Background: an optimization exercise with open tools, aiming at small area and a short achievable clock period. Do not read the settings as production practice.
The RTL was checked by simulation tests, not by an equivalence proof against the original design.
The flow treats the clock pin as an ideal source. Dropping or thinning the clock tree relies on that and would not hold on a real chip.
Power and IR drop assume default switching activity.

==> flow/design.v (excerpt) <==
module fir_filter #(parameter N = 101) (
    input wire clk,
    input wire reset,
    input wire signed [15:0] x_in,
    output reg signed [15:0] y_out
);
Settings: LEC_CHECK=0, CAP_MARGIN=20, CORE_MARGIN=2, CORE_UTILIZATION=70, SLEW_MARGIN=20; clock period 12.0 ns.
standard.sh (not shown) runs the stock make flow with config.mk's settings and CLKGATE_MAP_FILE= SYNTH_SCRIPT=/design/flow/synth_recipe.tcl, a recipe that flattens the netlist after the stock synthesis.
==> flow/flow/run.sh <==
#!/bin/bash
set -euo pipefail
here=$(cd "$(dirname "$0")" && pwd)
export CTS_ARGS="-sink_clustering_enable -repair_clock_nets -dont_use_dummy_load -buf_list {sky130_fd_sc_hd__clkbuf_16} -sink_clustering_size 42 -sink_clustering_max_diameter 80"
export BUFFER_PORTS_ARGS="-buffer_cell sky130_fd_sc_hd__buf_4"
export SETUP_SLACK_MARGIN=${SETUP_SLACK_MARGIN:-8.6}
export SKIP_CTS_REPAIR_TIMING=1
export POST_CTS_TCL=$here/post_cts.tcl
export PRE_IO_PLACEMENT_TCL=$here/pre_io.tcl
bash standard.sh MATCH_CELL_FOOTPRINT=0 finish > flow_standard.log 2>&1
==> flow/flow/post_cts.tcl <==
# Runs at the end of ORFS's CTS step.

set clk_net [get_nets [[[[ord::get_db_block] findBTerm clk] getNet] getName]]
set root_pins [get_pins -of_objects $clk_net -filter "direction == input"]
if {[llength $root_pins] == 1} {
  set root [get_cells -of_objects [lindex $root_pins 0]]
  set root_out [get_nets -of_objects [get_pins -of_objects $root -filter "direction == output"]]
  set loads [get_pins -of_objects $root_out -filter "direction == input"]
  puts "clock root [get_full_name $root] drives [llength $loads] pins"
  if {[llength $loads] <= 4} {
    set names {}
    foreach p $loads { lappend names [get_full_name $p] }
    set clk_name [get_full_name $clk_net]
    set out_name [get_full_name $root_out]
    foreach p $names {
      disconnect_pin $out_name $p
      connect_pin $clk_name $p
    }
    disconnect_pin $clk_name [get_full_name [lindex $root_pins 0]]
    delete_instance [get_full_name $root]
    delete_net $out_name
    puts "removed clock root buffer"
  }
}

source [file join [file dirname [info script]] clock_inv.tcl]
if {[clk_tree_to_inverters {sky130_fd_sc_hd__inv_16 sky130_fd_sc_hd__inv_12}]} {
  clk_size_leaves {sky130_fd_sc_hd__inv_8 sky130_fd_sc_hd__inv_12 sky130_fd_sc_hd__inv_16} 0.12 6
}

# Port buffers: the smallest buffer is also the fastest one for the light
# loads here (an output pin's 0.01 pF, an input's flop).
foreach c [get_cells {input* output*}] {
  set n [get_full_name $c]
  if {[string match "output*" $n]} {
    replace_cell $n sky130_fd_sc_hd__buf_1
  } elseif {[string match "x_in*" [get_full_name [get_nets -of_objects [get_pins $n/A]]]]} {
    replace_cell $n sky130_fd_sc_hd__buf_1
  }
}

detailed_placement
estimate_parasitics -placement
repair_design
repair_timing -setup -setup_margin $::env(SETUP_SLACK_MARGIN) -repair_tns 100 -verbose
repair_timing -hold -verbose
detailed_placement
check_placement -verbose
estimate_parasitics -placement
report_clock_latency
report_checks -path_delay max -group_path_count 3
==> flow/flow/pre_io.tcl <==
# Keep the data ports together in the middle of the bottom edge, so the
# adder, the output registers and the port buffers sit next to their pins.
set die [[ord::get_db_block] getDieArea]
set w [expr {([$die xMax] - [$die xMin]) / 1000.0}]
set names {}
foreach p [get_ports {x_in[*] y_out[*] reset}] { lappend names [get_full_name $p] }
set_io_pin_constraint -pin_names $names -region "bottom:[expr {0.25 * $w}]-[expr {0.75 * $w}]"
Other scripts of this flow, unchanged in this note and not shown: flow/flow/clock_inv.tcl
Edit:
--- a/flow/flow/run.sh
+++ b/flow/flow/run.sh
@@ -3,3 +3,3 @@
 here=$(cd "$(dirname "$0")" && pwd)
-export CTS_ARGS="-sink_clustering_enable -repair_clock_nets -dont_use_dummy_load -buf_list {sky130_fd_sc_hd__clkbuf_16} -sink_clustering_size 42 -sink_clustering_max_diameter 80"
+export CTS_ARGS="-sink_clustering_enable -repair_clock_nets -dont_use_dummy_load -buf_list {sky130_fd_sc_hd__clkbuf_16} -sink_clustering_size 40 -sink_clustering_max_diameter 80"
 export BUFFER_PORTS_ARGS="-buffer_cell sky130_fd_sc_hd__buf_4"
--- a/flow/flow/post_cts.tcl
+++ b/flow/flow/post_cts.tcl
@@ -27,3 +27,3 @@
 if {[clk_tree_to_inverters {sky130_fd_sc_hd__inv_16 sky130_fd_sc_hd__inv_12}]} {
-  clk_size_leaves {sky130_fd_sc_hd__inv_8 sky130_fd_sc_hd__inv_12 sky130_fd_sc_hd__inv_16} 0.12 6
+  clk_size_leaves {sky130_fd_sc_hd__inv_8 sky130_fd_sc_hd__inv_12 sky130_fd_sc_hd__inv_16} 0.11 6
 }
--- a/flow/config.mk
+++ b/flow/config.mk
@@ -10,2 +10,3 @@
 export CORE_UTILIZATION = 70
+export PLACE_DENSITY = 0.85
 export SLEW_MARGIN = 20
Routed wire length climbs by well over a third.
Global-route usage climbs by 6.9 points.
Via count climbs by a few percent.
Worst hold slack improves by 32 ps.
Sequential power barely changes.
Total power climbs by a few percent.
Critical path depth does not change.
Die area is unchanged.
Maximum frequency drops slightly.
Edit:
--- a/flow/config.mk
+++ b/flow/config.mk
@@ -9,4 +9,3 @@
 export CORE_MARGIN = 2
-export CORE_UTILIZATION = 70
-export PLACE_DENSITY = 0.85
+export CORE_UTILIZATION = 80
 export SLEW_MARGIN = 20
Effect:
- With this change the flow stopped in detailed placement (3_5_place_dp)
- synthesized area is unchanged
- synthesized cell count does not change
Edit:
--- a/flow/flow/run.sh
+++ b/flow/flow/run.sh
@@ -3,3 +3,3 @@
 here=$(cd "$(dirname "$0")" && pwd)
-export CTS_ARGS="-sink_clustering_enable -repair_clock_nets -dont_use_dummy_load -buf_list {sky130_fd_sc_hd__clkbuf_16} -sink_clustering_size 40 -sink_clustering_max_diameter 80"
+export CTS_ARGS="-sink_clustering_enable -repair_clock_nets -dont_use_dummy_load -buf_list {sky130_fd_sc_hd__clkbuf_16} -sink_clustering_size 42 -sink_clustering_max_diameter 80"
 export BUFFER_PORTS_ARGS="-buffer_cell sky130_fd_sc_hd__buf_4"
--- a/flow/config.mk
+++ b/flow/config.mk
@@ -9,3 +9,3 @@
 export CORE_MARGIN = 2
-export CORE_UTILIZATION = 80
+export CORE_UTILIZATION = 70
 export SLEW_MARGIN = 20
What happened:
- The changed run finished clean
- synthesized cell count is unchanged
- area after synthesis does not change
Edit:
==> flow/flow/run.sh (replaced) <==
#!/bin/bash
set -euo pipefail
here=$(cd "$(dirname "$0")" && pwd)
export CTS_ARGS="-sink_clustering_enable -repair_clock_nets -dont_use_dummy_load -buf_list {sky130_fd_sc_hd__clkbuf_16} -sink_clustering_size 40 -sink_clustering_max_diameter 80"
export BUFFER_PORTS_ARGS="-buffer_cell sky130_fd_sc_hd__buf_4"
export SETUP_SLACK_MARGIN=${SETUP_SLACK_MARGIN:-8.6}
export SKIP_CTS_REPAIR_TIMING=1
export POST_CTS_TCL=$here/post_cts.tcl
bash standard.sh MATCH_CELL_FOOTPRINT=0 finish > flow_standard.log 2>&1
--- a/flow/flow/post_cts.tcl
+++ b/flow/flow/post_cts.tcl
@@ -30,10 +30,7 @@
 
-# Port buffers: the smallest buffer is also the fastest one for the light
-# loads here (an output pin's 0.01 pF, an input's flop).
-foreach c [get_cells {input* output*}] {
-  set n [get_full_name $c]
-  if {[string match "output*" $n]} {
-    replace_cell $n sky130_fd_sc_hd__buf_1
-  } elseif {[string match "x_in*" [get_full_name [get_nets -of_objects [get_pins $n/A]]]]} {
-    replace_cell $n sky130_fd_sc_hd__buf_1
+# The input ports have plenty of slack: smaller buffers on x_in.
+foreach c [get_cells input*] {
+  set in_net [get_nets -of_objects [get_pins [get_full_name $c]/A]]
+  if {[string match "x_in*" [get_full_name $in_net]]} {
+    replace_cell [get_full_name $c] sky130_fd_sc_hd__buf_2
   }
removed: flow/flow/pre_io.tcl
=> The new run passed the timing, DRC and antenna checks; setup slack loses 81 ps; global-route usage rises by 0.93 points; total power rises by 1.5%; clock skew falls by 19 ps.
The clock cells of the first, second, fourth and fifth runs of this note come from the design's own scripts or RTL, not from TritonCTS.

job 9186:
fir_filter, a different RTL version from the one above (not shown whole).
For scale: roughly 1700 flip-flops, roughly 34 I/O pins.
clock: 12.0 ns
lec_check: 0
cap_margin: 20
core_margin: 2
core_utilization: 70
slew_margin: 20
==> flow/flow/run.sh <==
#!/bin/bash
set -euo pipefail
here=$(cd "$(dirname "$0")" && pwd)
export CTS_ARGS="-sink_clustering_enable -repair_clock_nets -dont_use_dummy_load -buf_list {sky130_fd_sc_hd__clkbuf_16} -sink_clustering_size 40 -sink_clustering_max_diameter 80"
export BUFFER_PORTS_ARGS="-buffer_cell sky130_fd_sc_hd__buf_4"
export SETUP_SLACK_MARGIN=${SETUP_SLACK_MARGIN:-8.6}
export SKIP_CTS_REPAIR_TIMING=1
export POST_CTS_TCL=$here/post_cts.tcl
bash standard.sh MATCH_CELL_FOOTPRINT=0 finish > flow_standard.log 2>&1
Other scripts of this flow, unchanged in this note and not shown: flow/flow/clock_inv.tcl, flow/flow/post_cts.tcl
Job 9186 ran to completion and came out clean on the timing, DRC and antenna checks.
diff inputs: job 9186 => job 1204
Settings: CORE_UTILIZATION changed from 70 to 60.
## What came out
Delta (job 1204 minus job 9186): stage delay of the slowest cell on the critical path neither gained nor lost much; post-detailed-placement half-perimeter wirelength lost 2.9%; layout-stage area growth over the synthesis result picked up an extra 0.37 points.
Routed wire in job 1204 totals less than in job 9186.
Job 1204 vs. job 9186: remaining global-route overflow about even, least setup slack across all paths after layout about even.
Worst vdd rail ir drop delta for job 1204 relative to job 9186: about 7% higher
Job 1204 vs. job 9186: global-route wire length before repair went up by 660 um.
In every run of this note, the design's own scripts or RTL, not TritonCTS, make the clock network.

## v18
The RTL this note starts from:
==> flow/design.v <==
module fir_filter #(parameter N = 101) (
    input wire clk,
    input wire reset,
    input wire signed [15:0] x_in,
    output reg signed [15:0] y_out
);
    reg signed [15:0] d0;                   
    reg signed [15:0] dl [1:N-1];           
    reg signed [15:0] d101;                 
    reg full_q;                             
    reg [6:0] lfsr;                         
    integer i;
    localparam [6:0] LFSR_N = 7'd119;
    always @(posedge clk) begin
        dl[1] <= d0;
        for (i = 2; i < N; i = i + 1)
            dl[i] <= dl[i-1];
        d101 <= dl[N-1];
    end
    always @(posedge clk or posedge reset) begin
        if (reset) begin
            d0 <= 16'd0;
            full_q <= 1'b0;
            y_out <= 16'd0;
            lfsr <= 7'd1;
        end else begin
            d0 <= x_in;
            y_out <= d0 + (full_q ? d101 : 16'sd0) + ~y_out + 16'sd1;
            lfsr <= {lfsr[5:0], lfsr[6] ^ lfsr[5]};
            if (lfsr == LFSR_N)
                full_q <= 1'b1;
        end
    end
endmodule
Settings: LEC_CHECK=0, CAP_MARGIN=20, CORE_MARGIN=2, CORE_UTILIZATION=70, SLEW_MARGIN=20; clock period 12.0 ns.
==> flow/flow/run.sh <==
#!/bin/bash
set -euo pipefail
here=$(cd "$(dirname "$0")" && pwd)
export CTS_ARGS="-sink_clustering_enable -repair_clock_nets -dont_use_dummy_load -buf_list {sky130_fd_sc_hd__clkbuf_16} -sink_clustering_size 40 -sink_clustering_max_diameter 60"
export BUFFER_PORTS_ARGS="-buffer_cell sky130_fd_sc_hd__buf_4"
export SETUP_SLACK_MARGIN=${SETUP_SLACK_MARGIN:-8.6}
export SKIP_CTS_REPAIR_TIMING=1
export POST_CTS_TCL=$here/post_cts.tcl
export PRE_IO_PLACEMENT_TCL=$here/pre_io.tcl
bash standard.sh MATCH_CELL_FOOTPRINT=0 finish > flow_standard.log 2>&1
==> flow/flow/post_cts.tcl <==
# Runs at the end of ORFS's CTS step.

set clk_net [get_nets [[[[ord::get_db_block] findBTerm clk] getNet] getName]]
set root_pins [get_pins -of_objects $clk_net -filter "direction == input"]
if {[llength $root_pins] == 1} {
  set root [get_cells -of_objects [lindex $root_pins 0]]
  set root_out [get_nets -of_objects [get_pins -of_objects $root -filter "direction == output"]]
  set loads [get_pins -of_objects $root_out -filter "direction == input"]
  puts "clock root [get_full_name $root] drives [llength $loads] pins"
  if {[llength $loads] <= 4} {
    set names {}
    foreach p $loads { lappend names [get_full_name $p] }
    set clk_name [get_full_name $clk_net]
    set out_name [get_full_name $root_out]
    foreach p $names {
      disconnect_pin $out_name $p
      connect_pin $clk_name $p
    }
    disconnect_pin $clk_name [get_full_name [lindex $root_pins 0]]
    delete_instance [get_full_name $root]
    delete_net $out_name
    puts "removed clock root buffer"
  }
}

source [file join [file dirname [info script]] clock_inv.tcl]
if {[clk_tree_to_inverters {sky130_fd_sc_hd__inv_16 sky130_fd_sc_hd__inv_12}]} {
  clk_size_leaves {sky130_fd_sc_hd__inv_8 sky130_fd_sc_hd__inv_12 sky130_fd_sc_hd__inv_16} 0.11 6
}

# Port buffers: the smallest buffer is also the fastest one for the light
# loads here (an output pin's 0.01 pF, an input's flop).
foreach c [get_cells {input* output*}] {
  set n [get_full_name $c]
  if {[string match "output*" $n]} {
    replace_cell $n sky130_fd_sc_hd__buf_1
  } elseif {[string match "x_in*" [get_full_name [get_nets -of_objects [get_pins $n/A]]]]} {
    replace_cell $n sky130_fd_sc_hd__buf_1
  }
}

detailed_placement
estimate_parasitics -placement
repair_design
repair_timing -setup -setup_margin $::env(SETUP_SLACK_MARGIN) -repair_tns 100 -verbose
repair_timing -hold -verbose
detailed_placement
check_placement -verbose
estimate_parasitics -placement
report_clock_latency
report_checks -path_delay max -group_path_count 3
Other scripts of this flow, unchanged in this note and not shown: flow/flow/clock_inv.tcl, flow/flow/pre_io.tcl
Inputs modified between v18 and v46:
--- a/flow/flow/run.sh
+++ b/flow/flow/run.sh
@@ -4 +4 @@
-export CTS_ARGS="-sink_clustering_enable -repair_clock_nets -dont_use_dummy_load -buf_list {sky130_fd_sc_hd__clkbuf_16} -sink_clustering_size 40 -sink_clustering_max_diameter 60"
+export CTS_ARGS="-sink_clustering_enable -repair_clock_nets -dont_use_dummy_load -buf_list {sky130_fd_sc_hd__clkbuf_16} -sink_clustering_size 40 -sink_clustering_max_diameter 80"
--- a/flow/config.mk
+++ b/flow/config.mk
@@ -10,0 +11 @@
+export PLACE_DENSITY = 0.75
==> results.txt <==
- Looking at global routing's busiest layer, the met1 result is from v18; the met2 one comes from v46.
- Between v18 and v46, the layout-stage area growth over the synthesis result is higher for v18.
- Arrival time at the worst endpoint in v46 vs v18: up 30 ps
- Taking v18 as the reference, in v46 total core area shows no meaningful change; via count shows an increase of 184; area of the die shows no meaningful change; routed wire length shows an increase of 17%.
- When v46 is measured against v18, its switching power turns out about 0.6% higher.
- Number of DRC markers after the initial detailed-route iteration was lower in the run labelled v18.
- On worst setup margin: between v18 and v46, it ends up higher for v18.
Edits applied to the flow inputs when going from v46 to v59:
--- a/flow/flow/run.sh
+++ b/flow/flow/run.sh
@@ -4 +4 @@
-export CTS_ARGS="-sink_clustering_enable -repair_clock_nets -dont_use_dummy_load -buf_list {sky130_fd_sc_hd__clkbuf_16} -sink_clustering_size 40 -sink_clustering_max_diameter 80"
+export CTS_ARGS="-sink_clustering_enable -repair_clock_nets -dont_use_dummy_load -buf_list {sky130_fd_sc_hd__clkbuf_16} -sink_clustering_size 45 -sink_clustering_max_diameter 80"
--- a/flow/config.mk
+++ b/flow/config.mk
@@ -11 +10,0 @@
-export PLACE_DENSITY = 0.75
==> results.txt <==
The met3 track demand over resource in global routing number comes out higher for v59 vs v46.
v59 vs v46 on maximum cell stage delay along the critical path: v59 is the lower one.
Synthesized cell count came out exactly the same in v59 and v46.
The post-synthesis cell type count was comparable across v59 and v46.
Compared with v46, v59 shows a lower source-to-sink clock delay at the later pin of the worst-skew pair.
Combined area of the multi-input logic cells: v59 vs v46 — no meaningful difference
Input changes introduced in v8 (baseline for comparison: v59):
--- a/flow/flow/run.sh
+++ b/flow/flow/run.sh
@@ -4 +4 @@
-export CTS_ARGS="-sink_clustering_enable -repair_clock_nets -dont_use_dummy_load -buf_list {sky130_fd_sc_hd__clkbuf_16} -sink_clustering_size 45 -sink_clustering_max_diameter 80"
+export CTS_ARGS="-sink_clustering_enable -repair_clock_nets -dont_use_dummy_load -buf_list {sky130_fd_sc_hd__clkbuf_16} -sink_clustering_size 40 -sink_clustering_max_diameter 80"
--- a/flow/flow/post_cts.tcl
+++ b/flow/flow/post_cts.tcl
@@ -31,8 +31,5 @@
-# Port buffers: the smallest buffer is also the fastest one for the light
-# loads here (an output pin's 0.01 pF, an input's flop).
-foreach c [get_cells {input* output*}] {
-  set n [get_full_name $c]
-  if {[string match "output*" $n]} {
-    replace_cell $n sky130_fd_sc_hd__buf_1
-  } elseif {[string match "x_in*" [get_full_name [get_nets -of_objects [get_pins $n/A]]]]} {
-    replace_cell $n sky130_fd_sc_hd__buf_1
+# The input ports have plenty of slack: smaller buffers on x_in.
+foreach c [get_cells input*] {
+  set in_net [get_nets -of_objects [get_pins [get_full_name $c]/A]]
+  if {[string match "x_in*" [get_full_name $in_net]]} {
+    replace_cell [get_full_name $c] sky130_fd_sc_hd__buf_2
### Flow results
Lower combinational power goes to v59 over v8.
The portion of the clock cycle consumed by the worst path in the final layout number comes out lower for v59 vs v8.
Taking v59 as the reference, in v8 standard cell core area has remained practically unchanged; total power divided by cell area rose by about 0.8%; adder and majority cell fraction of the synthesized area held.
Global routing usage on met2, v8 and v59: lower on v59
v8 vs. v59: area added between synthesis and finish went up by 0.51 points.
Lower worst path arrival time goes to v59 over v8.
y_out[15]$_DFF_PP0_ as the start point of the critical path was reported by v8, and y_out[7]$_DFF_PP0_ by v59.
Summary of v8 over v59: routed wire length on met3 shows a reduction of 4.1%, minimum setup slack in the final design shows a reduction of 44 ps.
What v20 does differently from v8 at the input level:
--- a/flow/flow/post_cts.tcl
+++ b/flow/flow/post_cts.tcl
@@ -31,5 +31,8 @@
-# The input ports have plenty of slack: smaller buffers on x_in.
-foreach c [get_cells input*] {
-  set in_net [get_nets -of_objects [get_pins [get_full_name $c]/A]]
-  if {[string match "x_in*" [get_full_name $in_net]]} {
-    replace_cell [get_full_name $c] sky130_fd_sc_hd__buf_2
+# Port buffers: the smallest buffer is also the fastest one for the light
+# loads here (an output pin's 0.01 pF, an input's flop).
+foreach c [get_cells {input* output*}] {
+  set n [get_full_name $c]
+  if {[string match "output*" $n]} {
+    replace_cell $n sky130_fd_sc_hd__buf_1
+  } elseif {[string match "x_in*" [get_full_name [get_nets -of_objects [get_pins $n/A]]]]} {
+    replace_cell $n sky130_fd_sc_hd__buf_1
--- outcome ---
Changes observed in v20 relative to v8: clock skew closely matched the old numbers, design area saw little to no change, wire length neither gained nor lost much, compound-gate portion of the synthesized area stayed essentially flat, setup slack rose 17 ps.
No run of this note takes its clock network from TritonCTS; it comes from the design's own scripts or RTL.

-- port drivers added, routing unchanged --
In the flow no input, the clock included, has a driving cell. The finished layouts below were timed again as built, in two steps.
Step 1, drivers: a clkbuf_16 drives clk and a buf_2 each remaining input, both assumed.
Step 2 moves the port delays by t, midway between the first and last clock arrival at a register: inputs arrive t later, outputs are due t later. That takes back most of the time a late clock gives input paths.
Slacks: ideal ports / drivers / drivers and shift; pairs: ideal ports / drivers.
| run | t (ns) | slack for setup (ns) | worst setup path after step 2 | slew at the worst register clock pin (ns) | worst slew at a driven data input, ns |
|---|---|---|---|---|---|
| the first run of note 1 | 0.485 | 8.788 / 8.561 / 8.919 | register to register | 0.12 / 0.12 | 0.04 |
| the second run of note 1 | 0.506 | 8.726 / 8.496 / 8.772 | register to register | 0.12 / 0.13 | 0.07 |
| the fourth run of note 1 | 0.488 | 8.801 / 8.575 / 8.922 | register to register | 0.12 / 0.12 | 0.04 |
| the fifth run of note 1 | 0.501 | 8.721 / 8.492 / 8.782 | input, reset recovery | 0.12 / 0.12 | 0.08 |
| job 9186 | 0.500 | 8.715 / 8.486 / 8.805 | input, reset recovery | 0.12 / 0.12 | 0.03 |
| job 1204 | 0.502 | 8.714 / 8.486 / 8.784 | input, reset recovery | 0.12 / 0.12 | 0.03 |
| v18 | 0.495 | 8.801 / 8.575 / 8.916 | register to register | 0.12 / 0.12 | 0.04 |
| v46 | 0.499 | 8.768 / 8.544 / 8.902 | register to register | 0.12 / 0.12 | 0.05 |
| v59 | 0.485 | 8.815 / 8.587 / 8.930 | register to register | 0.13 / 0.13 | 0.04 |
| v8 | 0.483 | 8.771 / 8.546 / 8.931 | register to register | 0.12 / 0.12 | 0.04 |
| v20 | 0.483 | 8.787 / 8.563 / 8.931 | register to register | 0.12 / 0.12 | 0.04 |
After both steps setup and hold are still met in every run listed. The worst setup slack also covers recovery checks on asynchronous resets.
